This design comes from an exercise in tuning for small area, a short achievable clock period and few clock cycles on the open sky130 flow, not from production work. Function was checked by simulation only, so behaviour that the tests miss may differ from the original. Power figures rest on the tool's default switching activity, not on a simulated workload.

== run 4 ==
## Calculator_512bit
module Calculator_512bit #(
      parameter OPERAND_WIDTH = 512,
      parameter ADDER_WIDTH   = 128,
      parameter N_ITERATIONS  = OPERAND_WIDTH / ADDER_WIDTH
    )
    (
    input  wire                       iClk,
    input  wire                       iRst,
    input  wire                       iStart,
    input  wire [1:0]                 iSel,
    input  wire [OPERAND_WIDTH-1:0]   iOpA,
    input  wire [OPERAND_WIDTH-1:0]   iOpB,
    output wire [OPERAND_WIDTH:0]     oRes,
    output wire                       oDone);
Size in the first run: ~130 flip-flops.
export LEC_CHECK = 0
export CAP_MARGIN = 20
export CORE_AREA = 5 5 575 575
export DIE_AREA = 0 0 580 580
export SETUP_SLACK_MARGIN = 3.5
export SLEW_MARGIN = 20
create_clock -name core_clock -period 8.0 [get_ports {iClk}]
run.sh (not shown) runs the stock make flow with config.mk's settings and CLKGATE_MAP_FILE= SYNTH_SCRIPT=/design/flow/synth_recipe.tcl, a recipe that flattens the netlist after the stock synthesis.
Run 4: flow completed, timing, DRC and antenna clean
Testbench counts of run 4, summed over its fixed seeds: cycles 6,400.
Relative to run 4, the following input files were edited for run 3:
- CORE_AREA: 5 5 575 575 -> 5 5 295 295
- DIE_AREA: 0 0 580 580 -> 0 0 300 300
- SETUP_SLACK_MARGIN: 3.5 -> 3
==> flow/flow/run.sh (new file) <==
#!/bin/bash
# The standard ORFS layout, with two changes to how it is made:
#  - port buffers use the smallest buffer cell (buf_1) instead of the default
#    choice; repair_design / repair_timing still resize them where needed;
#  - IO pins may sit on adjacent routing tracks, so a smaller die holds all 1543 pins.
set -euo pipefail
export BUFFER_PORTS_ARGS="-buffer_cell sky130_fd_sc_hd__buf_1"
export PLACE_PINS_ARGS="-min_distance 1 -min_distance_in_tracks"
bash standard.sh > standard.log 2>&1
==> flow/standard.sh (new file) <==
#!/bin/bash
# synth_recipe.tcl (not shown) runs the flow's synth.tcl, then flattens the netlist and writes it again
# the make line also repeats each setting of config.mk as NAME=value (left out here)
make -C /OpenROAD-flow-scripts/flow DESIGN_CONFIG=/design/flow/config.mk WORK_HOME=/design/flow/orfs CLKGATE_MAP_FILE= SYNTH_SCRIPT=/design/flow/synth_recipe.tcl "${@:-finish}"
removed: flow/run.sh
Findings:
- Run 3 — final area about 20% lower, run 4 as reference
- Measured against each other, run 4 and run 3 differ in total power, the higher figure coming from run 4.
- On buffer count excluding the clock tree in the final layout: between run 4 and run 3, it ends up lower for run 3.
- Compared with run 4, run 3 shows setup slack higher by 0.57 ns.
- Run 3: post-place instance area about 25% below run 4
- Run 4 vs run 3, last element of the critical path: rC[69]$_DFF_P_ vs rC[110]$_DFF_P_
- As far as number of flip-flops and latches goes, run 3 and run 4 are indistinguishable; the numbers are identical.
- Run 3: final cell count without fillers lower than run 4
- For highest clock rate, dividing the value from run 4 by the value from run 3 gives 0.907.
- Looking at combinational share of power, run 3 sits below run 4.
- [compare] base=run 4 new=run 3: cell count after placement went down, floorplan die width decreased 280 um.

========
The RTL this note starts from:
==> flow/design.v <==
`timescale 1ns / 1ps
module Calculator_512bit #(
      parameter OPERAND_WIDTH = 512,
      parameter ADDER_WIDTH   = 128,
      parameter N_ITERATIONS  = OPERAND_WIDTH / ADDER_WIDTH
    )
    (
    input  wire                       iClk,
    input  wire                       iRst,
    input  wire                       iStart,
    input  wire [1:0]                 iSel,
    input  wire [OPERAND_WIDTH-1:0]   iOpA,
    input  wire [OPERAND_WIDTH-1:0]   iOpB,
    output wire [OPERAND_WIDTH:0]     oRes,
    output wire                       oDone);
    localparam W   = OPERAND_WIDTH;
    localparam BLK = 4;              
    localparam NB  = W / BLK;        
    wire          wSub = iSel[1];
    wire [W-1:0]  wT   = iOpB ^ {W{wSub}};
    wire [W-1:0]  wG   = iOpA & wT;
    wire [W-1:0]  wP   = iOpA ^ wT;
    reg  [W-1:0]  wLG, wLP;
    reg  [NB-1:0] wBG, wBP;
    integer i, k, l, j;
    always @(*) begin
        for (k = 0; k < NB; k = k + 1) begin
            wLG[k*BLK] = 1'b0;
            wLP[k*BLK] = 1'b1;
            for (j = 1; j < BLK; j = j + 1) begin
                wLG[k*BLK+j] = wG[k*BLK+j-1] | (wP[k*BLK+j-1] & wLG[k*BLK+j-1]);
                wLP[k*BLK+j] = wP[k*BLK+j-1] & wLP[k*BLK+j-1];
            end
            wBG[k] = wG[k*BLK+BLK-1] | (wP[k*BLK+BLK-1] & wLG[k*BLK+BLK-1]);
            wBP[k] = wP[k*BLK+BLK-1] & wLP[k*BLK+BLK-1];
        end
    end
    reg [NB-1:0] wSG, wSP;
    always @(*) begin
        wSG = wBG;
        wSP = wBP;
        for (l = 0; (1 << l) < NB; l = l + 1)
            for (k = 0; k < NB; k = k + 1)
                if (k & (1 << l)) begin
                    j = (k & ~((2 << l) - 1)) + (1 << l) - 1;
                    wSG[k] = wSG[k] | (wSP[k] & wSG[j]);
                    wSP[k] = wSP[k] & wSP[j];
                end
    end
    wire wCout = wSG[NB-1];         
    wire wEq   = wSP[NB-1];         
    wire wEnd  = wSub & wCout;      
    wire [NB-1:0] wC = {wSG[NB-2:0] | (wSP[NB-2:0] & {(NB-1){wEnd}}), wEnd};
    reg [NB-1:0] rC;
    reg          rCout, rEq, rInv, rAdd, rCmp, rDone;
    always @(posedge iClk) begin
        rC    <= wC;
        rCout <= wCout;
        rEq   <= wEq;
        rInv  <= wSub & ~wCout;
        rAdd  <= (iSel == 2'b01);
        rCmp  <= (iSel == 2'b10);
        rDone <= iStart & ~iRst;
    end
    reg [W-1:0] wSum;
    always @(*)
        for (i = 0; i < W; i = i + 1)
            wSum[i] = wP[i] ^ (wLG[i] | (wLP[i] & rC[i / BLK])) ^ rInv;
    localparam [W:0] MSG_A  = {"iOpA is larger", 401'd0};
    localparam [W:0] MSG_B  = {"iOpB is larger", 401'd0};
    localparam [W:0] MSG_EQ = {"iOpA equals to iOpB", 361'd0};
    wire [W:0] wMsg = rCout ? MSG_A : (rEq ? MSG_EQ : MSG_B);
    assign oRes  = rCmp ? wMsg : {rAdd & rCout, wSum};
    assign oDone = rDone;
endmodule
clock: 8.0 ns
lec_check: 0
cap_margin: 20
core_area: 5 5 575 575
die_area: 0 0 580 580
setup_slack_margin: 2.5
slew_margin: 20
Stock flow here: none of the scripts above is used.
The starting point finished clean.
Testbench counts at the start, summed over its fixed seeds: cycles 6,400.
==> next run, changes <==
==> flow/flow/run.sh (new file) <==
#!/bin/bash
# The standard ORFS layout, with three changes to how it is made:
#  - synthesis maps the logic with a single-pass ABC script (flow/abc.script:
#    one choice computation and one delay-oriented mapping) in place of the
#    standard five-pass speed script; everything else in synthesis, the
#    registers included, is as synth_recipe.tcl makes it;
#  - port buffers use the smallest buffer cell (buf_1); repair_design and
#    repair_timing still resize them where needed;
#  - IO pins may sit on adjacent routing tracks, so a smaller die holds all pins.
# Each tool's output goes to standard.log here and to the ORFS logs under orfs/logs.
set -euo pipefail
W=$(pwd)
export BUFFER_PORTS_ARGS="-buffer_cell sky130_fd_sc_hd__buf_1"
export PLACE_PINS_ARGS="-min_distance 1 -min_distance_in_tracks"
export FLOW_ABC_SCRIPT="$W/flow/abc.script"
{
  head -n 1 synth_recipe.tcl
  cat <<'TCL'
proc abc {args} {
  set i [lsearch -exact $args -script]
  if {$i >= 0} { lset args [expr {$i + 1}] $::env(FLOW_ABC_SCRIPT) }
  yosys abc {*}$args
}
TCL
  tail -n +2 synth_recipe.tcl
} > flow_synth.tcl
sed "s#SYNTH_SCRIPT=[^ ]*#SYNTH_SCRIPT=$W/flow_synth.tcl#" standard.sh > flow_standard.sh
grep -q "SYNTH_SCRIPT=$W/flow_synth.tcl" flow_standard.sh
bash flow_standard.sh > standard.log 2>&1
==> flow/flow/abc.script (new file) <==
&get -n
&st
&dch
&nf
&put
buffer -c
topo
stime -c
upsize -c
dnsize -c
==> flow/standard.sh (new file) <==
#!/bin/bash
# synth_recipe.tcl (not shown) runs the flow's synth.tcl, then flattens the netlist and writes it again
# the make line also repeats each setting of config.mk as NAME=value (left out here)
make -C /OpenROAD-flow-scripts/flow DESIGN_CONFIG=/design/flow/config.mk WORK_HOME=/design/flow/orfs CLKGATE_MAP_FILE= SYNTH_SCRIPT=/design/flow/synth_recipe.tcl "${@:-finish}"
CORE_AREA = 5 5 305 305   (was 5 5 575 575)
DIE_AREA = 0 0 310 310   (was 0 0 580 580)
SETUP_SLACK_MARGIN = 3.5   (was 2.5)
TNS_END_PERCENT = 0   (was unset)
removed: flow/run.sh
After rerunning: Combinational power went down by about 30%; wire length falls by 43%; via count is about the same; final area goes down by 28%; global-route usage grows by 18 points.
==> next run, changes <==
==> flow/flow/run.sh (replaced) <==
#!/bin/bash
# The standard ORFS layout, with two changes to how it is made:
#  - port buffers use the smallest buffer cell (buf_1) instead of the default
#    choice; repair_design / repair_timing still resize them where needed;
#  - IO pins may sit on adjacent routing tracks, so a smaller die holds all 1543 pins.
set -euo pipefail
export BUFFER_PORTS_ARGS="-buffer_cell sky130_fd_sc_hd__buf_1"
export PLACE_PINS_ARGS="-min_distance 1 -min_distance_in_tracks"
bash standard.sh > standard.log 2>&1
CORE_AREA = 5 5 270 270   (was 5 5 305 305)
DIE_AREA = 0 0 275 275   (was 0 0 310 310)
removed: flow/flow/abc.script
After rerunning: With this change the flow aborted during global routing on GRT-0116; area after synthesis fell by 1.7%; synthesized cell count is lower by about 5.5%.
==> next run, changes <==
CORE_AREA = 5 5 295 295   (was 5 5 270 270)
DIE_AREA = 0 0 300 300   (was 0 0 275 275)
Result: Now the flow went through all stages and came out clean. Synthesized cell count stays the same. Area after synthesis stays the same.

========
nickel:
// Calculator_512bit: RTL as listed in full above, without the edits since
export LEC_CHECK = 0
export CAP_MARGIN = 20
export CORE_AREA = 5 5 315 315
export DIE_AREA = 0 0 320 320
export SETUP_SLACK_MARGIN = 3.5
export SLEW_MARGIN = 20
export TNS_END_PERCENT = 0
create_clock -name core_clock -period 8.0 [get_ports {iClk}]
standard.sh (not shown) runs the stock make flow with config.mk's settings and CLKGATE_MAP_FILE= SYNTH_SCRIPT=/design/flow/synth_recipe.tcl, a recipe that flattens the netlist after the stock synthesis.
==> flow/flow/run.sh <==
#!/bin/bash
# The standard ORFS layout, with three changes to how it is made:
#  - synthesis maps the logic with a single-pass ABC script (flow/abc.script:
#    one choice computation and one delay-oriented mapping) in place of the
#    standard five-pass speed script; everything else in synthesis, the
#    registers included, is as synth_recipe.tcl makes it;
#  - port buffers use the smallest buffer cell (buf_1); repair_design and
#    repair_timing still resize them where needed;
#  - IO pins may sit on adjacent routing tracks, so a smaller die holds all pins.
# Each tool's output goes to standard.log here and to the ORFS logs under orfs/logs.
set -euo pipefail
W=$(pwd)
export BUFFER_PORTS_ARGS="-buffer_cell sky130_fd_sc_hd__buf_1"
export PLACE_PINS_ARGS="-min_distance 1 -min_distance_in_tracks"
export FLOW_ABC_SCRIPT="$W/flow/abc.script"
{
  head -n 1 synth_recipe.tcl
  cat <<'TCL'
proc abc {args} {
  set i [lsearch -exact $args -script]
  if {$i >= 0} { lset args [expr {$i + 1}] $::env(FLOW_ABC_SCRIPT) }
  yosys abc {*}$args
}
TCL
  tail -n +2 synth_recipe.tcl
} > flow_synth.tcl
sed "s#SYNTH_SCRIPT=[^ ]*#SYNTH_SCRIPT=$W/flow_synth.tcl#" standard.sh > flow_standard.sh
grep -q "SYNTH_SCRIPT=$W/flow_synth.tcl" flow_standard.sh
bash flow_standard.sh > standard.log 2>&1
==> flow/flow/abc.script <==
&get -n
&st
&dch
&nf
&put
buffer -c
topo
stime -c
upsize -c
dnsize -c
Testbench counts of nickel, summed over its fixed seeds: cycles 6,400.
The following lists how raven was set up differently from nickel:
==> flow/run.sh (new file) <==
#!/bin/bash
# synth_recipe.tcl (not shown) runs the flow's synth.tcl, then flattens the netlist and writes it again
# the make line also repeats each setting of config.mk as NAME=value (left out here)
make -C /OpenROAD-flow-scripts/flow DESIGN_CONFIG=/design/flow/config.mk WORK_HOME=/design/flow/orfs CLKGATE_MAP_FILE= SYNTH_SCRIPT=/design/flow/synth_recipe.tcl finish
--- a/flow/config.mk
+++ b/flow/config.mk
@@ -8,6 +8,4 @@
 export CAP_MARGIN = 20
-export CORE_AREA = 5 5 315 315
-export DIE_AREA = 0 0 320 320
-export SETUP_SLACK_MARGIN = 3.5
+export CORE_AREA = 5 5 575 575
+export DIE_AREA = 0 0 580 580
 export SLEW_MARGIN = 20
-export TNS_END_PERCENT = 0
removed: flow/flow/run.sh
removed: flow/flow/abc.script
removed: flow/standard.sh
## What came out
Summary of the comparison: number of instances in the synthesized netlist is lower in raven, relative to nickel.
Taking nickel as the reference point, the total routing resource utilization after global routing of raven falls by 17 points.
raven finished all stages; the layout is clean.
Diff nickel -> raven: power shows an increase of 36%, number of H-tree levels shows no meaningful change, buffers inserted during post-CTS setup optimization shows a reduction of 27.
a211oi_1 as the critical path's slowest cell was reported by raven, and ha_1 by nickel.
Compared with nickel, raven shows a higher data arrival time of the worst path.
nickel → raven: setup slack decreased by 2.11 ns relative to the old numbers; share of power burned in registers decreased by 2.6 points relative to the old numbers; average cell area after synthesis increased by about 4% relative to the old numbers.
Relative to nickel, met3 demand-to-capacity share in global routing has gone down in raven.
Overall routed net length (raven over nickel): increase, about 70%
Edits applied to the flow inputs when going from raven to amber:
==> flow/flow/run.sh (new file) <==
#!/bin/bash
# The standard ORFS layout, with three changes to how it is made:
#  - synthesis maps the logic with a single-pass ABC script (flow/abc.script:
#    one choice computation and one delay-oriented mapping) in place of the
#    standard five-pass speed script; everything else in synthesis, the
#    registers included, is as synth_recipe.tcl makes it;
#  - port buffers use the smallest buffer cell (buf_1); repair_design and
#    repair_timing still resize them where needed;
#  - IO pins may sit on adjacent routing tracks, so a smaller die holds all pins.
# Each tool's output goes to standard.log here and to the ORFS logs under orfs/logs.
set -euo pipefail
W=$(pwd)
export BUFFER_PORTS_ARGS="-buffer_cell sky130_fd_sc_hd__buf_1"
export PLACE_PINS_ARGS="-min_distance 1 -min_distance_in_tracks"
export FLOW_ABC_SCRIPT="$W/flow/abc.script"
{
  head -n 1 synth_recipe.tcl
  cat <<'TCL'
proc abc {args} {
  set i [lsearch -exact $args -script]
  if {$i >= 0} { lset args [expr {$i + 1}] $::env(FLOW_ABC_SCRIPT) }
  yosys abc {*}$args
}
TCL
  tail -n +2 synth_recipe.tcl
} > flow_synth.tcl
sed "s#SYNTH_SCRIPT=[^ ]*#SYNTH_SCRIPT=$W/flow_synth.tcl#" standard.sh > flow_standard.sh
grep -q "SYNTH_SCRIPT=$W/flow_synth.tcl" flow_standard.sh
bash flow_standard.sh > standard.log 2>&1
==> flow/flow/abc.script (new file) <==
&get -n
&st
&dch
&nf
&put
buffer -c
topo
stime -c
upsize -c
dnsize -c
==> flow/standard.sh (new file) <==
#!/bin/bash
# synth_recipe.tcl (not shown) runs the flow's synth.tcl, then flattens the netlist and writes it again
# the make line also repeats each setting of config.mk as NAME=value (left out here)
make -C /OpenROAD-flow-scripts/flow DESIGN_CONFIG=/design/flow/config.mk WORK_HOME=/design/flow/orfs CLKGATE_MAP_FILE= SYNTH_SCRIPT=/design/flow/synth_recipe.tcl "${@:-finish}"
--- a/flow/config.mk
+++ b/flow/config.mk
@@ -8,4 +8,6 @@
 export CAP_MARGIN = 20
-export CORE_AREA = 5 5 575 575
-export DIE_AREA = 0 0 580 580
+export CORE_AREA = 5 5 315 315
+export DIE_AREA = 0 0 320 320
+export SETUP_SLACK_MARGIN = 5
 export SLEW_MARGIN = 20
+export TNS_END_PERCENT = 0
removed: flow/run.sh
## What came out
- Summary of amber over raven: non-clock buffer count shows an increase of 18, synthesized-area fraction occupied by and/or/nand/nor cells higher.
- In amber relative to raven, antenna diode count had gone up by more than 100%.
Inputs modified between amber and maple:
--- a/flow/config.mk
+++ b/flow/config.mk
@@ -8,5 +8,5 @@
 export CAP_MARGIN = 20
-export CORE_AREA = 5 5 315 315
-export DIE_AREA = 0 0 320 320
-export SETUP_SLACK_MARGIN = 5
+export CORE_AREA = 5 5 300 300
+export DIE_AREA = 0 0 305 305
+export SETUP_SLACK_MARGIN = 3.5
 export SLEW_MARGIN = 20
==> comparison <==
Lower final clock period utilization by the worst path goes to amber over maple.
Diff amber -> maple | power share of the clock group | increase of 0.9 points
maple vs amber: critical path depth down
Compared with amber, placement density in the core of maple is higher.
Comparing maximum fanout along the worst path for maple and amber, the bigger number came from amber.
[maple vs amber] final wirelength: higher in maple
Between amber and maple, the flow reports global-route wire length before repair increasing slightly.

## port drivers added, routing unchanged
In the flow no input, the clock included, has a driving cell. The finished layouts below were timed again as built, in two steps.
Step 1 assumes that a clkbuf_16 drives the clock port and a buf_2 every other input.
Step 2 also shifts input and output timing later by t, the mid clock arrival at the registers, as if the neighbouring blocks saw the same clock.
Three values: ideal ports, drivers, drivers and shift; two values: the first two.
run	shift t [ns]	setup WS [ns]	hold slack, ns	worst setup path at the end	clock arrival spread, ns
run 4	0.639	1.867 / 1.698 / 1.060	1.582 / 1.541 / 2.179	input to register	0.030 / 0.031
run 3	0.567	2.434 / 2.239 / 1.684	1.226 / 1.220 / 1.787	input to register	0.034 / 0.034
the first run of note 2	0.643	2.100 / 1.797 / 1.202	1.560 / 1.505 / 2.148	input to register	0.043 / 0.043
the second run of note 2	0.558	2.737 / 2.455 / 2.040	1.257 / 1.239 / 1.797	input to register	0.017 / 0.017
the fourth run of note 2	0.562	2.467 / 2.281 / 1.743	1.248 / 1.202 / 1.764	input to register	0.019 / 0.019
nickel	0.561	2.674 / 2.469 / 2.062	1.273 / 1.237 / 1.798	input to register	0.018 / 0.018
raven	0.641	0.561 / 0.576 / -0.065	1.447 / 1.415 / 2.056	input to register	0.046 / 0.046
amber	0.561	2.674 / 2.469 / 2.062	1.273 / 1.237 / 1.798	input to register	0.018 / 0.018
maple	0.575	2.441 / 2.189 / 2.029	1.228 / 1.189 / 1.764	input to register	0.014 / 0.014
With both steps, setup timing fails in raven, where it was met with ideal ports. For the first run of note 2, which loses most, drivers alone change the setup slack by -0.303 ns; drivers and shift together by -0.898 ns.
